From an optimization exercise on the open Yosys and OpenROAD flow, aimed at small area; shortcuts taken in it are not production practice. Function was checked by simulation only, so behaviour that the tests miss may differ from the original. The clock port is modelled as an ideal driver; clocking choices that lean on that would not hold on a real chip. Power is estimated from default activity; no workload was simulated.

== v49 ==
==> flow/design.v (excerpt) <==
module display(clk,rst_n,rst_n1,hex1,hex2,hex3,hex4,hex5,hex6,add_in,sub_in,model_in);
export LEC_CHECK = 0
export CAP_MARGIN = 0
export CORE_MARGIN = 2
export CORE_UTILIZATION = 70
export CTS_BUF_LIST = sky130_fd_sc_hd__clkbuf_4
export SLEW_MARGIN = 0
create_clock -name core_clock -period 20.0 [get_ports {clk}]
standard.sh (not shown) runs the stock make flow with config.mk's settings and CLKGATE_MAP_FILE= SYNTH_SCRIPT=/design/flow/synth_recipe.tcl, a recipe that flattens the netlist after the stock synthesis.
==> flow/flow/run.sh <==
#!/bin/bash
# Layout flow:
#  2. the same synthesis again, without adder extraction and with an
#     area-oriented ABC script, for several ABC random seeds; the smallest
#     netlist whose registers (names and cell types) are exactly those of the
#     standard synthesis replaces the standard one (if none, the standard
#     synthesis is kept)
#  3. the standard layout steps, with port buffers of the smallest buffer
#     (buf_1); every cell swapped to its smallest drive strength and the
#     reset pins driven by one buffer at their centre, just before placement
#     repair; and, instead of TritonCTS's H-tree, a clock tree of four
#     clkbuf_8, one per quarter of the flip-flops, each driven by the clock
#     port (TritonCTS is pointed at the reset port's net, which has a single
#     sink, so it adds nothing; it would otherwise build an H-tree in front of
#     the four buffers).
# Each tool's output goes to a log file in this folder (and ORFS's own logs).
set -euo pipefail
HERE=$(pwd)
FLOWDIR=$HERE/flow
RES=$HERE/orfs/results/$FLOW_PLATFORM/display/base

bash standard.sh synth > $HERE/synth_standard.log 2>&1
cp $RES/1_2_yosys.v $HERE/standard_netlist.v
python3 $FLOWDIR/regs.py $HERE/standard_netlist.v > $HERE/regs_standard.txt

SEEDS="0 1 2 3 4 5 6 7"
run_seed() {
  local S=$1
  python3 $FLOWDIR/own_synth.py $HERE $FLOWDIR $FLOW_HOME $S
  local CMD
  CMD=$(grep '^make -C' standard.sh | sed -e "s#SYNTH_SCRIPT=[^ ]*#SYNTH_SCRIPT=$HERE/own_synth_$S.tcl#" \
        -e "s#WORK_HOME=[^ ]*#WORK_HOME=$HERE/syn_$S#" -e 's#"${@:-finish}"#synth#')
  bash -c "set -euo pipefail; $CMD" > $HERE/synth_own_$S.log 2>&1 || true
}
for S in $SEEDS; do
  run_seed $S &
  while [ $(jobs -rp | wc -l) -ge 4 ]; do sleep 1; done
done
wait

BEST=""; BESTA=""
for S in $SEEDS; do
  R=$HERE/syn_$S/results/$FLOW_PLATFORM/display/base
  STAT=$HERE/syn_$S/reports/$FLOW_PLATFORM/display/base/synth_stat.txt
  [ -f $R/1_synth.odb ] && [ -f $STAT ] || continue
  python3 $FLOWDIR/regs.py $R/1_2_yosys.v > $HERE/regs_own_$S.txt
  cmp -s $HERE/regs_standard.txt $HERE/regs_own_$S.txt || continue
  A=$(grep "Chip area for module" $STAT | head -1 | awk '{print $NF}')
  echo "seed $S area $A" >> $HERE/synth_choice.log
  if [ -z "$BEST" ] || python3 -c "import sys; sys.exit(0 if float('$A') < float('$BESTA') else 1)"; then
    BEST=$S; BESTA=$A
  fi
done

if [ -n "$BEST" ]; then
  R=$HERE/syn_$BEST/results/$FLOW_PLATFORM/display/base
  for f in 1_2_yosys.v 1_2_yosys.sdc 1_synth.odb 1_synth.sdc; do
    cp $R/$f $RES/$f
    sleep 1
  done
  echo "own synthesis used: seed $BEST area $BESTA" >> $HERE/synth_choice.log
else
  echo "own synthesis refused, standard synthesis used" >> $HERE/synth_choice.log
fi
rm -rf $HERE/syn_*/objects

export BUFFER_PORTS_ARGS="-buffer_cell sky130_fd_sc_hd__buf_1"
export CTS_ARGS="-clk_nets rst_n -buf_list sky130_fd_sc_hd__clkbuf_4 -dont_use_dummy_load"
export PRE_CTS_TCL=$FLOWDIR/clkbuf.tcl
export PRE_RESIZE_TCL=$FLOWDIR/pre_resize.tcl
bash standard.sh > $HERE/layout.log 2>&1
==> flow/flow/area.abc <==
strash
&get -n
&deepsyn -J 200 -T 120 -S @SEED@
&put
dch -f
amap -m
Other scripts of this flow, unchanged in this note and not shown: flow/flow/clkbuf.tcl, flow/flow/downsize.tcl, flow/flow/own_synth.py, flow/flow/pre_resize.tcl, flow/flow/regs.py, flow/flow/rstbuf.tcl
Looking at the reports, v49 completed the entire flow and the layout it produced met the timing, design-rule and antenna checks.
Input changes introduced in v50 (baseline for comparison: v49):
- GPL_TIMING_DRIVEN: unset -> 0
==> flow/flow/area.abc <==
strash
&get -n
&deepsyn -J 200 -T 120 -S @SEED@
&put
dc2
dch -f
amap -m
==> notes.md <==
- [compare] base=v49 new=v50: ratio of final minimum period to clock period increased by 0.45 points relative to the old numbers, sum of buffers and inverters on the critical path level, hold slack barely changed.
- Final area: v50 vs v49, no meaningful difference
- Total power for v50: about 0.7% down relative to v49
- In v50, the half-perimeter wire length after detailed placement came out 69 um below the value in v49.
- On leakage component of the power, v50 tracks v49 almost exactly.
- The lower final critical delay including setup and external delays of v49 and v50 is in v49.
- Where overall die area is concerned, v49 is outperformed by v50.
[inputs] v3 vs v50
- GPL_TIMING_DRIVEN removed (was 0)
diff --git a/flow/flow/run.sh b/flow/flow/run.sh
--- a/flow/flow/run.sh
+++ b/flow/flow/run.sh
@@ -11,7 +11,6 @@
 #     repair; and, instead of TritonCTS's H-tree, a clock tree of four
 #     clkbuf_8, one per quarter of the flip-flops, each driven by the clock
-#     port (TritonCTS is pointed at the reset port's net, which has a single
-#     sink, so it adds nothing; it would otherwise build an H-tree in front of
-#     the four buffers).
+#     port (CTS is pointed at the port's own net, which then has no register
+#     sinks, so it adds nothing).
 # Each tool's output goes to a log file in this folder (and ORFS's own logs).
 set -euo pipefail
@@ -66,5 +65,5 @@
 
 export BUFFER_PORTS_ARGS="-buffer_cell sky130_fd_sc_hd__buf_1"
-export CTS_ARGS="-clk_nets rst_n -buf_list sky130_fd_sc_hd__clkbuf_4 -dont_use_dummy_load"
+export CTS_ARGS="-clk_nets clk -buf_list sky130_fd_sc_hd__clkbuf_4 -dont_use_dummy_load"
 export PRE_CTS_TCL=$FLOWDIR/clkbuf.tcl
 export PRE_RESIZE_TCL=$FLOWDIR/pre_resize.tcl
==> flow/flow/area.abc <==
strash
&get -n
&deepsyn -J 200 -T 120 -S @SEED@
&put
dch -f
amap -m
### Flow results
Reported for v3 and v50, leftover overflow at the end of global routing turned out identical to the last digit.
[compare] base=v50 new=v3: power share of the sequential group has decreased, end-of-flow core utilization was more or less identical.
Of v3 and v50, the run reporting the higher post-route clock period utilization was v3.
v3 | stages: all done | timing, DRC, antenna: all pass
v3 has less setup slack than v50.
Compared with v50, in v3 total detailed-routing wirelength shows an increase of 6.7%, overall power after layout +about 8%, worst stage delay on the critical path went down by 0.06 ns, placer's final routability congestion estimate now larger.
Setup changes, v3 to v4
diff --git a/flow/flow/run.sh b/flow/flow/run.sh
--- a/flow/flow/run.sh
+++ b/flow/flow/run.sh
@@ -11,6 +11,7 @@
 #     repair; and, instead of TritonCTS's H-tree, a clock tree of four
 #     clkbuf_8, one per quarter of the flip-flops, each driven by the clock
-#     port (CTS is pointed at the port's own net, which then has no register
-#     sinks, so it adds nothing).
+#     port (TritonCTS is pointed at the reset port's net, which has a single
+#     sink, so it adds nothing; it would otherwise build an H-tree in front of
+#     the four buffers).
 # Each tool's output goes to a log file in this folder (and ORFS's own logs).
 set -euo pipefail
@@ -65,5 +66,5 @@
 
 export BUFFER_PORTS_ARGS="-buffer_cell sky130_fd_sc_hd__buf_1"
-export CTS_ARGS="-clk_nets clk -buf_list sky130_fd_sc_hd__clkbuf_4 -dont_use_dummy_load"
+export CTS_ARGS="-clk_nets rst_n -buf_list sky130_fd_sc_hd__clkbuf_4 -dont_use_dummy_load"
 export PRE_CTS_TCL=$FLOWDIR/clkbuf.tcl
 export PRE_RESIZE_TCL=$FLOWDIR/pre_resize.tcl
==> flow/flow/area.abc <==
strash
&get -n
&deepsyn -J 200 -T 120 -S @SEED@
&put
dc2
dch -f
amap -m
### Flow results
The critical path capture point comes out hex5[5] in one run and hex3[3] in the other, namely in v4 and v3 respectively. Compared with v3, in v4 pin count of the biggest net entering global routing closely matched the old numbers, routed wire length decreased by 1.3% relative to the old numbers. Going from v3 to v4, clock period minus final worst setup slack now sits lower, die area now sits lower.

job 2039:
display, a different RTL version from the one above (not shown whole).
Size in the first run: ~360 cells after synthesis.
Settings: LEC_CHECK=0, CAP_MARGIN=0, CORE_MARGIN=2, CORE_UTILIZATION=70, CTS_BUF_LIST=sky130_fd_sc_hd__clkbuf_4, SLEW_MARGIN=0; clock period 20.0 ns.
==> flow/flow/run.sh <==
#!/bin/bash
# Layout flow:
#  2. the same synthesis again, without adder extraction and with an
#     area-oriented ABC script, for several ABC random seeds; the smallest
#     netlist whose registers (names and cell types) are exactly those of the
#     standard synthesis replaces the standard one (if none, the standard
#     synthesis is kept)
#  3. the standard layout steps, with port buffers of the smallest buffer
#     (buf_1); every cell swapped to its smallest drive strength and the
#     reset pins driven by one buffer at their centre, just before placement
#     repair; and, instead of TritonCTS's H-tree, a clock tree of four
#     clkbuf_8, one per quarter of the flip-flops, each driven by the clock
#     port (TritonCTS is pointed at the reset port's net, which has a single
#     sink, so it adds nothing; it would otherwise build an H-tree in front of
#     the four buffers).
# Each tool's output goes to a log file in this folder (and ORFS's own logs).
set -euo pipefail
HERE=$(pwd)
FLOWDIR=$HERE/flow
RES=$HERE/orfs/results/$FLOW_PLATFORM/display/base

bash standard.sh synth > $HERE/synth_standard.log 2>&1
cp $RES/1_2_yosys.v $HERE/standard_netlist.v
python3 $FLOWDIR/regs.py $HERE/standard_netlist.v > $HERE/regs_standard.txt

SEEDS="$(seq 0 23)"
run_seed() {
  local S=$1
  python3 $FLOWDIR/own_synth.py $HERE $FLOWDIR $FLOW_HOME $S
  local CMD
  CMD=$(grep '^make -C' standard.sh | sed -e "s#SYNTH_SCRIPT=[^ ]*#SYNTH_SCRIPT=$HERE/own_synth_$S.tcl#" \
        -e "s#WORK_HOME=[^ ]*#WORK_HOME=$HERE/syn_$S#" -e 's#"${@:-finish}"#synth#')
  bash -c "set -euo pipefail; $CMD" > $HERE/synth_own_$S.log 2>&1 || true
}
for S in $SEEDS; do
  run_seed $S &
  while [ $(jobs -rp | wc -l) -ge 4 ]; do sleep 1; done
done
wait

BEST=""; BESTA=""
for S in $SEEDS; do
  R=$HERE/syn_$S/results/$FLOW_PLATFORM/display/base
  STAT=$HERE/syn_$S/reports/$FLOW_PLATFORM/display/base/synth_stat.txt
  [ -f $R/1_synth.odb ] && [ -f $STAT ] || continue
  python3 $FLOWDIR/regs.py $R/1_2_yosys.v > $HERE/regs_own_$S.txt
  cmp -s $HERE/regs_standard.txt $HERE/regs_own_$S.txt || continue
  A=$(grep "Chip area for module" $STAT | head -1 | awk '{print $NF}')
  echo "seed $S area $A" >> $HERE/synth_choice.log
  if [ -z "$BEST" ] || python3 -c "import sys; sys.exit(0 if float('$A') < float('$BESTA') else 1)"; then
    BEST=$S; BESTA=$A
  fi
done

if [ -n "$BEST" ]; then
  R=$HERE/syn_$BEST/results/$FLOW_PLATFORM/display/base
  for f in 1_2_yosys.v 1_2_yosys.sdc 1_synth.odb 1_synth.sdc; do
    cp $R/$f $RES/$f
    sleep 1
  done
  echo "own synthesis used: seed $BEST area $BESTA" >> $HERE/synth_choice.log
else
  echo "own synthesis refused, standard synthesis used" >> $HERE/synth_choice.log
fi
rm -rf $HERE/syn_*/objects

export BUFFER_PORTS_ARGS="-buffer_cell sky130_fd_sc_hd__buf_1"
export CTS_ARGS="-clk_nets rst_n -buf_list sky130_fd_sc_hd__clkbuf_4 -dont_use_dummy_load"
export PRE_CTS_TCL=$FLOWDIR/clkbuf.tcl
export PRE_RESIZE_TCL=$FLOWDIR/pre_resize.tcl
bash standard.sh > $HERE/layout.log 2>&1
==> flow/flow/area.abc <==
strash
&get -n
&deepsyn -J 200 -T 120 -S @SEED@
&put
dc2
dch -f
amap -m
==> flow/flow/own_synth.py <==
# Writes own_synth_<seed>.tcl and synth_mod_<seed>.tcl (plus area_<seed>.abc)
# into the work folder: the standard flow's synthesis script with two changes in ORFS's
# synth.tcl: no half/full-adder extraction, and ABC run with an
# area-oriented script (flow/area.abc, random seed <seed>) instead of the
# delay-oriented one. Everything before ABC (so every register) is unchanged.
import os, sys
here, flowdir, flow_home, seed = sys.argv[1:5]
abc = open(os.path.join(flowdir, 'area.abc')).read().replace('@SEED@', seed)
abc_path = os.path.join(here, 'area_%s.abc' % seed)
open(abc_path, 'w').write(abc)
s = open(os.path.join(flow_home, 'scripts', 'synth.tcl')).read()
a = "  [env_var_exists_and_non_empty ADDER_MAP_FILE] &&"
assert s.count(a) == 1
s = s.replace(a, "  0 && [env_var_exists_and_non_empty ADDER_MAP_FILE] &&")
b = "  log_cmd abc {*}$abc_args"
assert s.count(b) == 1
s = s.replace(b, "  set abc_args [lreplace $abc_args 1 1 {%s}]\n%s" % (abc_path, b))
mod = os.path.join(here, 'synth_mod_%s.tcl' % seed)
open(mod, 'w').write(s)
t = open(os.path.join(here, 'synth_recipe.tcl')).read()
c = "source $::env(SCRIPTS_DIR)/synth.tcl"
assert t.count(c) == 1
t = t.replace(c, "source {%s}" % mod)
open(os.path.join(here, 'own_synth_%s.tcl' % seed), 'w').write(t)
==> flow/flow/pre_resize.tcl <==
# Hook run before placement repair: smallest cell sizes, then one reset buffer.
source [file join [file dirname [info script]] downsize.tcl]
source [file join [file dirname [info script]] rstbuf.tcl]
==> flow/flow/rstbuf.tcl <==
# Reset net: one buffer (buf_4) at the centre of the flip-flops' reset pins drives
# them all; the reset port's input buffer then drives only that buffer.
proc my_split_net {netname cell bufname} {
  set block [ord::get_db_block]
  set net [$block findNet $netname]
  if {$net eq "NULL" || $net eq ""} { puts "rstbuf: no net $netname"; return }
  set drv ""
  set sinks {}
  foreach it [$net getITerms] {
    if {[$it getIoType] eq "OUTPUT"} { set drv $it } else { lappend sinks $it }
  }
  if {[llength $sinks] < 8} { return }
  set master [[ord::get_db] findMaster $cell]
  set newnet [odb::dbNet_create $block ${netname}_buf]
  set buf [odb::dbInst_create $block $master $bufname]
  set sx 0; set sy 0
  foreach it $sinks {
    set box [[$it getInst] getBBox]
    set sx [expr {$sx + [$box xMin]}]; set sy [expr {$sy + [$box yMin]}]
    $it disconnect
    $it connect $newnet
  }
  [$buf findITerm A] connect $net
  [$buf findITerm X] connect $newnet
  $buf setLocation [expr {$sx / [llength $sinks]}] [expr {$sy / [llength $sinks]}]
  $buf setPlacementStatus PLACED
  puts "rstbuf: [llength $sinks] sinks of $netname moved to $bufname ($cell)"
}
# the net that drives the flip-flops' asynchronous reset/set pins
set block [ord::get_db_block]
foreach net [$block getNets] {
  set k 0
  foreach it [$net getITerms] {
    set mt [[$it getMTerm] getName]
    if {$mt eq "RESET_B" || $mt eq "SET_B"} { incr k }
  }
  if {$k >= 8} { my_split_net [$net getName] sky130_fd_sc_hd__buf_4 rst_tree_buf; break }
}
Other scripts of this flow, unchanged in this note and not shown: flow/flow/clkbuf.tcl, flow/flow/downsize.tcl, flow/flow/regs.py
> inputs changed (job 2039 -> job 8764)
diff --git a/flow/flow/run.sh b/flow/flow/run.sh
--- a/flow/flow/run.sh
+++ b/flow/flow/run.sh
@@ -2,5 +2,6 @@
 # Layout flow:
 #  2. the same synthesis again, without adder extraction and with an
-#     area-oriented ABC script, for several ABC random seeds; the smallest
+#     area-oriented ABC script (three recipes, flow/area_*.abc), each for
+#     several ABC random seeds; the smallest
 #     netlist whose registers (names and cell types) are exactly those of the
 #     standard synthesis replaces the standard one (if none, the standard
@@ -24,8 +25,9 @@
 python3 $FLOWDIR/regs.py $HERE/standard_netlist.v > $HERE/regs_standard.txt
 
-SEEDS="$(seq 0 23)"
+CANDS=""
+for R in r2 r1 r5; do for S in $(seq 0 11); do CANDS="$CANDS ${R}_$S"; done; done
 run_seed() {
   local S=$1
-  python3 $FLOWDIR/own_synth.py $HERE $FLOWDIR $FLOW_HOME $S
+  python3 $FLOWDIR/own_synth.py $HERE $FLOWDIR $FLOW_HOME ${S%%_*} ${S#*_}
   local CMD
   CMD=$(grep '^make -C' standard.sh | sed -e "s#SYNTH_SCRIPT=[^ ]*#SYNTH_SCRIPT=$HERE/own_synth_$S.tcl#" \
@@ -33,5 +35,5 @@
   bash -c "set -euo pipefail; $CMD" > $HERE/synth_own_$S.log 2>&1 || true
 }
-for S in $SEEDS; do
+for S in $CANDS; do
   run_seed $S &
   while [ $(jobs -rp | wc -l) -ge 4 ]; do sleep 1; done
@@ -40,5 +42,5 @@
 
 BEST=""; BESTA=""
-for S in $SEEDS; do
+for S in $CANDS; do
   R=$HERE/syn_$S/results/$FLOW_PLATFORM/display/base
   STAT=$HERE/syn_$S/reports/$FLOW_PLATFORM/display/base/synth_stat.txt
@@ -63,5 +65,5 @@
   echo "own synthesis refused, standard synthesis used" >> $HERE/synth_choice.log
 fi
-rm -rf $HERE/syn_*/objects
+rm -rf $HERE/syn_*/objects $HERE/syn_*/results
 
 export BUFFER_PORTS_ARGS="-buffer_cell sky130_fd_sc_hd__buf_1"
==> flow/flow/area_r1.abc (new file) <==
strash
&get -n
&deepsyn -J 200 -T 120 -S @SEED@
&put
dch -f
amap -m
==> flow/flow/area_r2.abc (new file) <==
strash
&get -n
&deepsyn -J 200 -T 120 -S @SEED@
&put
dc2
dch -f
amap -m
==> flow/flow/area_r5.abc (new file) <==
strash
&get -n
&deepsyn -J 200 -T 120 -S @SEED@
&put
dc2
dch -f
amap -m
strash
dc2
dch -f
amap -m
==> flow/flow/own_synth.py <==
# Writes own_synth_<tag>.tcl and synth_mod_<tag>.tcl (plus area_<tag>.abc)
# into the work folder: the standard flow's synthesis script with two changes in ORFS's
# synth.tcl: no half/full-adder extraction, and ABC run with an
# area-oriented script (flow/area_<recipe>.abc, ABC random seed <seed>) instead of the
# delay-oriented one. Everything before ABC (so every register) is unchanged.
import os, sys
here, flowdir, flow_home, recipe, seed = sys.argv[1:6]
tag = '%s_%s' % (recipe, seed)
abc = open(os.path.join(flowdir, 'area_%s.abc' % recipe)).read().replace('@SEED@', seed)
abc_path = os.path.join(here, 'area_%s.abc' % tag)
open(abc_path, 'w').write(abc)
s = open(os.path.join(flow_home, 'scripts', 'synth.tcl')).read()
a = "  [env_var_exists_and_non_empty ADDER_MAP_FILE] &&"
assert s.count(a) == 1
s = s.replace(a, "  0 && [env_var_exists_and_non_empty ADDER_MAP_FILE] &&")
b = "  log_cmd abc {*}$abc_args"
assert s.count(b) == 1
s = s.replace(b, "  set abc_args [lreplace $abc_args 1 1 {%s}]\n%s" % (abc_path, b))
mod = os.path.join(here, 'synth_mod_%s.tcl' % tag)
open(mod, 'w').write(s)
t = open(os.path.join(here, 'synth_recipe.tcl')).read()
c = "source $::env(SCRIPTS_DIR)/synth.tcl"
assert t.count(c) == 1
t = t.replace(c, "source {%s}" % mod)
open(os.path.join(here, 'own_synth_%s.tcl' % tag), 'w').write(t)
removed: flow/flow/area.abc
==> comparison <==
From job 8764 to job 2039, routed wire length did not move at all.
Reported for job 2039 and job 8764, sequential cell count turned out identical to the last digit.
Total number of vias came out exactly the same in job 2039 and job 8764.
From job 2039 to job 8764, final worst-path cycle share did not move at all.
In terms of required time at the worst-slack endpoint, job 2039 and job 8764 differ only marginally.
Setup changes, job 8764 to job 519
diff --git a/flow/flow/run.sh b/flow/flow/run.sh
--- a/flow/flow/run.sh
+++ b/flow/flow/run.sh
@@ -9,5 +9,5 @@
 #  3. the standard layout steps, with port buffers of the smallest buffer
 #     (buf_1); every cell swapped to its smallest drive strength and the
-#     reset pins driven by one buffer at their centre, just before placement
+#     reset pins driven by one buf_2 at their centre, just before placement
 #     repair; and, instead of TritonCTS's H-tree, a clock tree of four
 #     clkbuf_8, one per quarter of the flip-flops, each driven by the clock
==> flow/flow/pre_resize.tcl <==
# Hook run before placement repair: smallest cell sizes, then one reset buffer
# (replacing any buffer global placement put on the reset net).
source [file join [file dirname [info script]] downsize.tcl]
source [file join [file dirname [info script]] unbuf_rst.tcl]
source [file join [file dirname [info script]] rstbuf.tcl]
diff --git a/flow/flow/rstbuf.tcl b/flow/flow/rstbuf.tcl
--- a/flow/flow/rstbuf.tcl
+++ b/flow/flow/rstbuf.tcl
@@ -1,3 +1,3 @@
-# Reset net: one buffer (buf_4) at the centre of the flip-flops' reset pins drives
+# Reset net: one buffer (buf_2) at the centre of the flip-flops' reset pins drives
 # them all; the reset port's input buffer then drives only that buffer.
 proc my_split_net {netname cell bufname} {
@@ -35,4 +35,4 @@
     if {$mt eq "RESET_B" || $mt eq "SET_B"} { incr k }
   }
-  if {$k >= 8} { my_split_net [$net getName] sky130_fd_sc_hd__buf_4 rst_tree_buf; break }
+  if {$k >= 8} { my_split_net [$net getName] sky130_fd_sc_hd__buf_2 rst_tree_buf; break }
 }
==> flow/flow/unbuf_rst.tcl (new file) <==
# If the net that drives the flip-flops' reset pins is driven by a buffer that
# global placement's repair inserted (place*), remove that buffer: rstbuf.tcl
# then drives the reset pins from one buffer at their centre.
set block [ord::get_db_block]
foreach net [$block getNets] {
  set k 0
  set drv ""
  foreach it [$net getITerms] {
    set mt [[$it getMTerm] getName]
    if {$mt eq "RESET_B" || $mt eq "SET_B"} { incr k }
    if {[$it getIoType] eq "OUTPUT"} { set drv [$it getInst] }
  }
  if {$k < 8 || $drv eq ""} continue
  if {![string match "place*" [$drv getName]]} break
  set in [[$drv findITerm A] getNet]
  foreach it [$net getITerms] {
    if {[$it getInst] eq $drv} continue
    $it disconnect
    $it connect $in
  }
  puts "unbuf_rst.tcl: removed [$drv getName]"
  odb::dbInst_destroy $drv
  odb::dbNet_destroy $net
  break
}
### Flow results
Having completed the whole flow, job 519 delivered a layout that passed the timing, design-rule and antenna checks.
Worst setup slack in job 519 is 0.039 ns higher than in job 8764
Job 519 ends up with a via count that is 15 lower than in job 8764.
Compared with job 8764, in job 519 wire length decreased by 38 microns relative to the old numbers; final hold slack closely matched the old numbers; sum of buffers and inverters on the critical path increased by 1 relative to the old numbers.

[port drivers added, routing unchanged]
No port has a modelled driver above. Below, the same layouts with a new extraction and two added sets of constraints.
Step 1 assumes that a clkbuf_16 drives the clock port and a buf_2 every other input.
Step 2 adds t to the input delays and takes it off the output delays; t is the mean of the earliest and latest rising clock arrival at the registers after step 1. Input paths then give back, and output paths get back, about the clock's delay inside the block.
a / b / c = ideal ports / drivers / drivers and shift; a / b = the first two.
| run | t (ns) | setup slack, ns | worst data-port slew with drivers (ns) |
|---|---|---|---|
| v49 | 0.204 | 12.779 / 12.727 / 12.931 | 0.03 |
| v50 | 0.204 | 12.690 / 12.634 / 12.838 | 0.03 |
| v3 | 0.459 | 12.516 / 12.492 / 12.951 | 0.03 |
| v4 | 0.206 | 12.581 / 12.527 / 12.732 | 0.03 |
| job 2039 | 0.210 | 12.696 / 12.637 / 12.847 | 0.03 |
| job 8764 | 0.210 | 12.696 / 12.637 / 12.847 | 0.03 |
| job 519 | 0.208 | 12.735 / 12.679 / 12.887 | 0.03 |
After both steps setup and hold are still met in every run listed.
